From an optimization exercise on the open Yosys and OpenROAD flow, aimed at small area and a short achievable clock period; shortcuts taken in it are not production practice. No functional check of the RTL was part of any run shown here.

==> flow/design.v (outline; a module is shown in full before it is edited, if it fits) <==
// module ex2_1: 1884 lines
// module ex2_1_fa: 4 lines
// module ex2_1_ha: 4 lines
// module ex2_1_pgi: 4 lines
// module ex2_1_pgn: 4 lines
// module ex2_1_x: 3 lines
// module ex2_1_xn: 3 lines
module ex2_1 (
	      input 		  clk, rst, validi,
	      input [31:0] 	  data_in,
	      output logic 	  valido,
	      output logic [31:0] data_out
	      );
  // ...
==> flow/run.sh <==
#!/bin/bash
# synth_recipe.tcl (not shown) runs the flow's synth.tcl, then flattens the netlist and writes it again
# the make line also repeats each setting of config.mk as NAME=value (left out here)
make -C /OpenROAD-flow-scripts/flow DESIGN_CONFIG=/design/flow/config.mk WORK_HOME=/design/flow/orfs CLKGATE_MAP_FILE= SYNTH_SCRIPT=/design/flow/synth_recipe.tcl finish
==> flow/config.mk <==
export PLATFORM = sky130hd
export DESIGN_NAME = ex2_1
export DESIGN_NICKNAME = ex2_1
export VERILOG_FILES = /design/flow/design.v
export SDC_FILE = /design/flow/constraint.sdc
export NUM_CORES = 4
export LEC_CHECK = 0
export CAP_MARGIN = 20
export CORE_MARGIN = 2
export CORE_UTILIZATION = 40
export SETUP_SLACK_MARGIN = 4.4
export SLEW_MARGIN = 20
export SYNTH_HIERARCHICAL = 1
export TNS_END_PERCENT = 0
==> flow/constraint.sdc <==
create_clock -name core_clock -period 8.0 [get_ports {clk}]
set_input_delay 1.6000 -clock core_clock [delete_from_list [all_inputs] [get_ports {clk}]]
set_output_delay 1.6000 -clock core_clock [all_outputs]
set_load 0.01 [all_outputs]
==> flow_metrics.py, run 1 <==
metrics = {
    "place": {
        "globalplace.congestion": 0.936,
        "port_buffers": 67,
        "postPlaceCellArea_um2": 17000,
    },
    "floorplanning": {
        "rows": 72,
        "die_y_um": 202,
        "tap_cells": 518,
        "die-width_um": 202,
    },
    "final_layout": {
        "buf_share_pct": 9.66,
        "seq_cells": 163,
        "nFillCells": 3517,
        "final_cell_mix": "xnor2_1 (278), fa_1 (213), a22oi_1 (200)",
        "drive_above_1_share_pct": 18.7,
    },
    "sta": {
        "rsz0062_at_grt": "yes",
        "maxSlewHeadroom_pct": 40.5,
        "fin_crit_ns": 4.06,
    },
    "status": {
        "status": "complete, no violations",
    },
    "min_path": {
        "hold_path_depth": 1,
    },
    "clock_tree": {
        "cts_tree": "done",
        "clockRootBuffer": "clkbuf_16",
        "cts_resized": 249,
    },
    "detailed_routing": {
        "drc_errors": 0,
        "wire_per_inst_um": 25.5,
    },
    "critical_path": {
        "r2r-end": "q94",
        "slowest_delay_ns": 0.40,
        "critical_path_required_ns": 8.39,
        "critPathTopFamily": "compound AO/OA/AOI/OAI gates",
        "path_cells": "dlygate4sd2_1 > buf_12 > fa_1 > ha_1 > a21oi_2 > o21ai_2 > a21oi_2 > inv_1 > a21oi_2 > inv_1 > a21oi_2 > xnor2_1",
        "cp_slowest_cell": "a21oi_2",
        "critical_path_cell_count": 12,
    },
    "grt": {
        "grt_max_degree": 64,
    },
}
==> run 2: changes to the inputs <==
--- a/flow/design.v
+++ b/flow/design.v
@@ -936,18 +936,70 @@
    wire c806;
    wire s807;
    wire c808;
    wire s809;
    wire c810;
    wire s811;
    wire c812;
    wire s813;
-   wire s814;
+   wire c814;
    wire s815;
+   wire c816;
+   wire s817;
+   wire c818;
+   wire s819;
+   wire c820;
+   wire s821;
+   wire c822;
+   wire s823;
+   wire c824;
+   wire s825;
+   wire c826;
+   wire s827;
+   wire c828;
+   wire s829;
+   wire c830;
+   wire s831;
+   wire c832;
+   wire s833;
+   wire c834;
+   wire s835;
+   wire c836;
+   wire s837;
+   wire c838;
+   wire s839;
+   wire c840;
+   wire s841;
+   wire c842;
+   wire s843;
+   wire c844;
+   wire s845;
+   wire c846;
+   wire s847;
+   wire c848;
+   wire s849;
+   wire c850;
+   wire s851;
+   wire c852;
+   wire s853;
+   wire c854;
+   wire s855;
+   wire c856;
+   wire s857;
+   wire c858;
+   wire s859;
+   wire c860;
+   wire s861;
+   wire c862;
+   wire s863;
+   wire c864;
+   wire s865;
+   wire s866;
+   wire s867;
    wire [31:0] ra, rb;
    wire [31:0] g0, p0, sum;
    wire xg1, xp1;
    wire xg2, xp2;
    wire xg3, xp3;
    wire xg4, xp4;
    wire xg5, xp5;
    wire xg6, xp6;
@@ -1704,52 +1756,78 @@
    ex2_1_fa us736 (.a(s640), .b(c683), .c(s684), .s(s736), .co(c737));
    ex2_1_fa us738 (.a(s642), .b(c685), .c(s686), .s(s738), .co(c739));
    ex2_1_fa us740 (.a(s644), .b(c687), .c(s688), .s(s740), .co(c741));
    ex2_1_fa us742 (.a(s646), .b(c689), .c(s690), .s(s742), .co(c743));
    ex2_1_fa us744 (.a(s650), .b(c691), .c(s692), .s(s744), .co(c745));
    ex2_1_fa us746 (.a(s654), .b(c693), .c(s694), .s(s746), .co(c747));
    ex2_1_fa us748 (.a(s658), .b(c695), .c(s696), .s(s748), .co(c749));
    assign s750 = s698 ^ s699;
-   ex2_1_fa us751 (.a(q0), .b(q1), .c(data_in[0]), .s(s751), .co(c752));
-   ex2_1_ha us753 (.a(q2), .b(data_in[1]), .s(s753), .co(c754));
-   ex2_1_ha us755 (.a(q3), .b(data_in[2]), .s(s755), .co(c756));
-   ex2_1_ha us757 (.a(q4), .b(data_in[3]), .s(s757), .co(c758));
-   ex2_1_ha us759 (.a(q5), .b(data_in[4]), .s(s759), .co(c760));
-   ex2_1_ha us761 (.a(q6), .b(data_in[5]), .s(s761), .co(c762));
-   ex2_1_fa us763 (.a(s700), .b(q9), .c(data_in[6]), .s(s763), .co(c764));
-   ex2_1_fa us765 (.a(c701), .b(s702), .c(data_in[7]), .s(s765), .co(c766));
-   ex2_1_fa us767 (.a(c703), .b(s704), .c(data_in[8]), .s(s767), .co(c768));
-   ex2_1_fa us769 (.a(c705), .b(s706), .c(data_in[9]), .s(s769), .co(c770));
-   ex2_1_fa us771 (.a(c707), .b(s708), .c(data_in[10]), .s(s771), .co(c772));
-   ex2_1_fa us773 (.a(c709), .b(s710), .c(data_in[11]), .s(s773), .co(c774));
-   ex2_1_fa us775 (.a(c711), .b(s712), .c(data_in[12]), .s(s775), .co(c776));
-   ex2_1_fa us777 (.a(c713), .b(s714), .c(data_in[13]), .s(s777), .co(c778));
-   ex2_1_fa us779 (.a(c715), .b(s716), .c(data_in[14]), .s(s779), .co(c780));
-   ex2_1_fa us781 (.a(c717), .b(s718), .c(data_in[15]), .s(s781), .co(c782));
-   ex2_1_fa us783 (.a(c719), .b(s720), .c(data_in[16]), .s(s783), .co(c784));
-   ex2_1_fa us785 (.a(c721), .b(s722), .c(data_in[17]), .s(s785), .co(c786));
-   ex2_1_fa us787 (.a(c723), .b(s724), .c(data_in[18]), .s(s787), .co(c788));
-   ex2_1_fa us789 (.a(c725), .b(s726), .c(data_in[19]), .s(s789), .co(c790));
-   ex2_1_fa us791 (.a(c727), .b(s728), .c(data_in[20]), .s(s791), .co(c792));
-   ex2_1_fa us793 (.a(c729), .b(s730), .c(data_in[21]), .s(s793), .co(c794));
-   ex2_1_fa us795 (.a(c731), .b(s732), .c(data_in[22]), .s(s795), .co(c796));
-   ex2_1_fa us797 (.a(c733), .b(s734), .c(data_in[23]), .s(s797), .co(c798));
-   ex2_1_fa us799 (.a(c735), .b(s736), .c(data_in[24]), .s(s799), .co(c800));
-   ex2_1_fa us801 (.a(c737), .b(s738), .c(data_in[25]), .s(s801), .co(c802));
-   ex2_1_fa us803 (.a(c739), .b(s740), .c(data_in[26]), .s(s803), .co(c804));
-   ex2_1_fa us805 (.a(c741), .b(s742), .c(data_in[27]), .s(s805), .co(c806));
-   ex2_1_fa us807 (.a(c743), .b(s744), .c(data_in[28]), .s(s807), .co(c808));
-   ex2_1_fa us809 (.a(c745), .b(s746), .c(data_in[29]), .s(s809), .co(c810));
-   ex2_1_fa us811 (.a(c747), .b(s748), .c(data_in[30]), .s(s811), .co(c812));
-   assign s813 = c697 ^ s750;
-   assign s814 = data_in[31] ^ s813;
-   assign s815 = s814 ^ c749;
-   assign ra = {c812, c810, c808, c806, c804, c802, c800, c798, c796, c794, c792, c790, c788, c786, c784, c782, c780, c778, c776, c774, c772, c770, c768, c766, c764, c762, c760, c758, c756, c754, c752, s751};
-   assign rb = {s815, s811, s809, s807, s805, s803, s801, s799, s797, s795, s793, s791, s789, s787, s785, s783, s781, s779, s777, s775, s773, s771, s769, s767, s765, s763, s761, s759, s757, s755, s753, 1'b0};
+   ex2_1_ha us751 (.a(q0), .b(q1), .s(s751), .co(c752));
+   ex2_1_cs us753 (.h(s751), .a(c752), .d(data_in[0]), .s(s753), .co(c754));
+   ex2_1_ha us755 (.a(q2), .b(data_in[1]), .s(s755), .co(c756));
+   ex2_1_ha us757 (.a(q3), .b(data_in[2]), .s(s757), .co(c758));
+   ex2_1_ha us759 (.a(q4), .b(data_in[3]), .s(s759), .co(c760));
+   ex2_1_ha us761 (.a(q5), .b(data_in[4]), .s(s761), .co(c762));
+   ex2_1_ha us763 (.a(q6), .b(data_in[5]), .s(s763), .co(c764));
+   ex2_1_ha us765 (.a(s700), .b(q9), .s(s765), .co(c766));
+   ex2_1_cs us767 (.h(s765), .a(c766), .d(data_in[6]), .s(s767), .co(c768));
+   ex2_1_ha us769 (.a(c701), .b(s702), .s(s769), .co(c770));
+   ex2_1_cs us771 (.h(s769), .a(c770), .d(data_in[7]), .s(s771), .co(c772));
+   ex2_1_ha us773 (.a(c703), .b(s704), .s(s773), .co(c774));
+   ex2_1_cs us775 (.h(s773), .a(c774), .d(data_in[8]), .s(s775), .co(c776));
+   ex2_1_ha us777 (.a(c705), .b(s706), .s(s777), .co(c778));
+   ex2_1_cs us779 (.h(s777), .a(c778), .d(data_in[9]), .s(s779), .co(c780));
+   ex2_1_ha us781 (.a(c707), .b(s708), .s(s781), .co(c782));
+   ex2_1_cs us783 (.h(s781), .a(c782), .d(data_in[10]), .s(s783), .co(c784));
+   ex2_1_ha us785 (.a(c709), .b(s710), .s(s785), .co(c786));
+   ex2_1_cs us787 (.h(s785), .a(c786), .d(data_in[11]), .s(s787), .co(c788));
+   ex2_1_ha us789 (.a(c711), .b(s712), .s(s789), .co(c790));
+   ex2_1_cs us791 (.h(s789), .a(c790), .d(data_in[12]), .s(s791), .co(c792));
+   ex2_1_ha us793 (.a(c713), .b(s714), .s(s793), .co(c794));
+   ex2_1_cs us795 (.h(s793), .a(c794), .d(data_in[13]), .s(s795), .co(c796));
+   ex2_1_ha us797 (.a(c715), .b(s716), .s(s797), .co(c798));
+   ex2_1_cs us799 (.h(s797), .a(c798), .d(data_in[14]), .s(s799), .co(c800));
+   ex2_1_ha us801 (.a(c717), .b(s718), .s(s801), .co(c802));
+   ex2_1_cs us803 (.h(s801), .a(c802), .d(data_in[15]), .s(s803), .co(c804));
+   ex2_1_ha us805 (.a(c719), .b(s720), .s(s805), .co(c806));
+   ex2_1_cs us807 (.h(s805), .a(c806), .d(data_in[16]), .s(s807), .co(c808));
+   ex2_1_ha us809 (.a(c721), .b(s722), .s(s809), .co(c810));
+   ex2_1_cs us811 (.h(s809), .a(c810), .d(data_in[17]), .s(s811), .co(c812));
+   ex2_1_ha us813 (.a(c723), .b(s724), .s(s813), .co(c814));
+   ex2_1_cs us815 (.h(s813), .a(c814), .d(data_in[18]), .s(s815), .co(c816));
+   ex2_1_ha us817 (.a(c725), .b(s726), .s(s817), .co(c818));
+   ex2_1_cs us819 (.h(s817), .a(c818), .d(data_in[19]), .s(s819), .co(c820));
+   ex2_1_ha us821 (.a(c727), .b(s728), .s(s821), .co(c822));
+   ex2_1_cs us823 (.h(s821), .a(c822), .d(data_in[20]), .s(s823), .co(c824));
+   ex2_1_ha us825 (.a(c729), .b(s730), .s(s825), .co(c826));
+   ex2_1_cs us827 (.h(s825), .a(c826), .d(data_in[21]), .s(s827), .co(c828));
+   ex2_1_ha us829 (.a(c731), .b(s732), .s(s829), .co(c830));
+   ex2_1_cs us831 (.h(s829), .a(c830), .d(data_in[22]), .s(s831), .co(c832));
+   ex2_1_ha us833 (.a(c733), .b(s734), .s(s833), .co(c834));
+   ex2_1_cs us835 (.h(s833), .a(c834), .d(data_in[23]), .s(s835), .co(c836));
+   ex2_1_ha us837 (.a(c735), .b(s736), .s(s837), .co(c838));
+   ex2_1_cs us839 (.h(s837), .a(c838), .d(data_in[24]), .s(s839), .co(c840));
+   ex2_1_ha us841 (.a(c737), .b(s738), .s(s841), .co(c842));
+   ex2_1_cs us843 (.h(s841), .a(c842), .d(data_in[25]), .s(s843), .co(c844));
+   ex2_1_ha us845 (.a(c739), .b(s740), .s(s845), .co(c846));
+   ex2_1_cs us847 (.h(s845), .a(c846), .d(data_in[26]), .s(s847), .co(c848));
+   ex2_1_ha us849 (.a(c741), .b(s742), .s(s849), .co(c850));
+   ex2_1_cs us851 (.h(s849), .a(c850), .d(data_in[27]), .s(s851), .co(c852));
+   ex2_1_ha us853 (.a(c743), .b(s744), .s(s853), .co(c854));
+   ex2_1_cs us855 (.h(s853), .a(c854), .d(data_in[28]), .s(s855), .co(c856));
+   ex2_1_ha us857 (.a(c745), .b(s746), .s(s857), .co(c858));
+   ex2_1_cs us859 (.h(s857), .a(c858), .d(data_in[29]), .s(s859), .co(c860));
+   ex2_1_ha us861 (.a(c747), .b(s748), .s(s861), .co(c862));
+   ex2_1_cs us863 (.h(s861), .a(c862), .d(data_in[30]), .s(s863), .co(c864));
+   assign s865 = c697 ^ s750;
+   assign s866 = data_in[31] ^ s865;
+   assign s867 = s866 ^ c749;
+   assign ra = {c864, c860, c856, c852, c848, c844, c840, c836, c832, c828, c824, c820, c816, c812, c808, c804, c800, c796, c792, c788, c784, c780, c776, c772, c768, c764, c762, c760, c758, c756, c754, s753};
+   assign rb = {s867, s863, s859, s855, s851, s847, s843, s839, s835, s831, s827, s823, s819, s815, s811, s807, s803, s799, s795, s791, s787, s783, s779, s775, s771, s767, s763, s761, s759, s757, s755, 1'b0};
    assign g0 = ra & rb;
    assign p0 = ra ^ rb;
    ex2_1_pgi ug1 (.gh(g0[1]), .ph(p0[1]), .gl(g0[0]), .pl(1'b1), .gn(xg1), .pn(xp1));
    ex2_1_pgi ug2 (.gh(g0[3]), .ph(p0[3]), .gl(g0[2]), .pl(p0[2]), .gn(xg2), .pn(xp2));
    ex2_1_pgi ug3 (.gh(g0[5]), .ph(p0[5]), .gl(g0[4]), .pl(p0[4]), .gn(xg3), .pn(xp3));
    ex2_1_pgi ug4 (.gh(g0[7]), .ph(p0[7]), .gl(g0[6]), .pl(p0[6]), .gn(xg4), .pn(xp4));
    ex2_1_pgi ug5 (.gh(g0[9]), .ph(p0[9]), .gl(g0[8]), .pl(p0[8]), .gn(xg5), .pn(xp5));
    ex2_1_pgi ug6 (.gh(g0[11]), .ph(p0[11]), .gl(g0[10]), .pl(p0[10]), .gn(xg6), .pn(xp6));
@@ -1877,16 +1955,20 @@
    ex2_1_xn us25 (.a(p0[25]), .b(xg85), .y(sum[25]));
    ex2_1_xn us26 (.a(p0[26]), .b(xg66), .y(sum[26]));
    ex2_1_xn us27 (.a(p0[27]), .b(xg87), .y(sum[27]));
    ex2_1_xn us28 (.a(p0[28]), .b(xg67), .y(sum[28]));
    ex2_1_xn us29 (.a(p0[29]), .b(xg89), .y(sum[29]));
    ex2_1_xn us30 (.a(p0[30]), .b(xg68), .y(sum[30]));
    ex2_1_xn us31 (.a(p0[31]), .b(xg91), .y(sum[31]));
 endmodule
+module ex2_1_cs (input h, a, d, output s, co);
+   assign s = h ^ d;
+   assign co = a | (h & d);
+endmodule
 module ex2_1_fa (input a, b, c, output s, co);
    assign s = a ^ b ^ c;
    assign co = (a & b) | (c & (a ^ b));
 endmodule
 module ex2_1_ha (input a, b, output s, co);
    assign s = a ^ b;
    assign co = a & b;
 endmodule
==> flow_metrics.py, run 2 <==
metrics = {
    "logic_synthesis": {
        "ys.warnings.count": 7,
        "netlist_area_um2": 16000,
        "syn_inst": 1508,
        "syn_avg_cell_area_um2": 10.6,
    },
    "sta": {
        "fin_crit_ns": 4.08,
        "worst_pin_slew_ns": 0.835,
        "finalCritPeriodShare_pct": 51.0,
        "worst_clock_skew_ns": 0.0166,
        "rsz0062_at_grt": "yes",
        "setup_tns_ns": 0,
        "maxSlewViolCount": 0,
        "finalSetupViolCount": 0,
        "max_freq_mhz": 245,
        "maxSlewHeadroom_pct": 44.4,
        "hold_violations": 0,
    },
    "final_layout": {
        "antenna_cells": 0,
        "area_growth_pct": 16.5,
        "layout_commonest_cell": "xnor2_1",
        "final_cell_mix": "xnor2_1 (280), a22oi_1 (201), fa_1 (189)",
        "finish.instance_area_um2": 18700,
        "drive_above_1_share_pct": 18.0,
        "fin_nets": 1920,
        "top_regs": "a x32, data_out x32, cnt x2",
        "nFillCells": 3693,
    },
    "grt": {
        "grt_overflow_total": 0,
        "antenna_found_initial": 0,
        "use_met1_pct": 35.1,
        "grt_usage_pct": 26.6,
        "grt_pass1_vias": 12400,
        "grt_max_degree": 64,
        "top_usage_layer": "met2",
        "gr-usage-met2_pct": 40.6,
        "grt.met3_usage_pct": 5.72,
        "grt_pass1_wl_mm": 80.7,
    },
    "place": {
        "hpwlAfterDp_mm": 36.3,
        "postPlaceCellArea_um2": 17300,
        "port_buffers": 67,
        "globalplace.congestion": 0.911,
    },
    "critical_path": {
        "critPathKind": "in -> reg",
        "cp_slowest_cell": "fa_1",
        "critPathLaunchType": "input port",
        "critPathArrivalTime_ns": 4.43,
        "regToRegStartpoint": "q73",
        "crit_top_cell": "xnor3_1",
        "end_kind": "flip-flop",
        "rr_worst_depth": 15,
        "slowest_delay_ns": 0.53,
        "r2r-end": "data_out[31]",
        "critical_path_required_ns": 8.35,
        "cp_max_fo": 4,
        "path_cells": "buf_2 > buf_12 > a22oi_2 > xnor2_1 > fa_1 > fa_2 > fa_2 > xnor2_2 > xnor2_1 > xnor3_1 > xnor3_1 > xnor3_1",
        "rrSetupSlack_ns": 4.02,
    },
    "detailed_routing": {
        "dr.first_iter.drc_count": 1338,
        "wirelength_mm": 53.8,
        "viasPerCell": 5.81,
        "wire_per_inst_um": 25.6,
        "vias": 12200,
        "drc_errors": 0,
        "drtPass1Iterations": 6,
        "ant_nets": 0,
    },
    "clock_tree": {
        "clockRootBuffer": "clkbuf_16",
        "clock-sinks": 163,
        "cts_made_buffers": 17,
        "h-tree-depth": 4,
        "insertion_delay_ns": 0.46,
        "hold_buffers": 0,
        "cts_buffer_depth": 2,
        "cts_tree": "done",
        "clk_pin_slew_worst_paths_ns": 0.07,
    },
    "floorplanning": {
        "die_area_um2": 41600,
        "die_y_um": 204,
        "core_area_um2": 39600,
        "ios": 68,
        "rows": 73,
        "initial_core_util_pct": 40.4,
        "die-width_um": 204,
    },
    "status": {
        "status": "complete, no violations",
    },
    "min_path": {
        "hp-start": "cnt[0]",
        "holdPathEnd": "cnt[0]",
        "hold_path_depth": 1,
        "hp-class": "reg -> reg",
    },
    "run": {
        "cap_violations": 0,
    },
}
==> run 2: per-stage QoR <==
stage / instances / util (%) / setup slack (ns) / hold slack, ns
global route: 2096 / 47.1 / 3.83 / 0.468
global placement: 2022 / 43.7 / 2.58 / 0.418
finish: 2096 / 47.1 / 3.92 / 0.441
CTS: 2093 / 46.9 / 3.95 / 0.445
floorplan: 1509 / - / 3.59 / 0.378
detailed placement: 2022 / 43.7 / 2.53 / 0.436
==> run 2: cell type report <==
cell class | instances | area (µm²) | area share (%)
Multi-Input combinational cell | 1171 | 12300 | 66.1
Timing Repair Buffer | 151 | 1610 | 8.62
Clock buffer | 21 | 470 | 2.52
Clock inverter | 11 | 92.6 | 0.496
Tap cell | 525 | 657 | 3.52
Inverter | 54 | 209 | 1.12
Sequential cell | 163 | 3280 | 17.6
==> run 2: worst max-delay path by stage <==
stage | start | endpoint | slack (ns) | cells past startpoint
floorplan | data_in[6] | q94 | 3.59 | 12
global placement | data_in[17] | q94 | 2.58 | 11
detailed placement | data_in[17] | q94 | 2.53 | 11
CTS | data_in[14] | q94 | 3.95 | 12
global route | data_in[10] | q94 | 3.83 | 12
finish | data_in[10] | q94 | 3.92 | 12
==> run 2: metal layers <==
layer	vias to the layer above	routed length, µm
li1	5263	-
met1	6107	21900
met2	665	23900
met3	140	4910
met4	0	3030
met5	-	0
==> run 2: what timing repair did <==
action,4_1_cts,5_1_grt
pin swaps,34,2
endpoints found under the hold margin,0,0
cloned,8,0
buffers inserted,31,3
resized for setup,237,4
endpoints found under the setup margin,120,82
==> run 2: critical path, delay by kind of cell <==
kind / cells / cell delay, ns
xor+xnor: 6 / 1.09
buf+inv: 2 / 0.30
compound gates: 1 / 0.17
fa+ha+maj: 3 / 1.27

re-timing with driven ports:
Ports are ideal in the flow. The routed layouts listed here were re-timed in OpenROAD.
Step 1 assumes that a clkbuf_16 drives the clock port and a buf_2 every other input.
Step 2 moves the port delays by t, midway between the first and last clock arrival at a register: inputs arrive t later, outputs are due t later. That takes back most of the time a late clock gives input paths.
a / b / c = ideal / step 1 / step 2; a / b = the first two.
| run | t (ns) | setup slack, ns | latest minus earliest clock arrival (ns) | worst register clock-pin slew, ns |
|---|---|---|---|---|
| run 1 | 0.514 | 3.939 / 3.958 / 3.444 | 0.017 / 0.017 | 0.08 / 0.08 |
| run 2 | 0.513 | 3.917 / 3.949 / 3.436 | 0.017 / 0.016 | 0.07 / 0.07 |
After both steps every run listed still meets setup and hold. The setup slack of run 1, which loses most, moves by +0.019 ns with the drivers and by -0.495 ns with both steps.
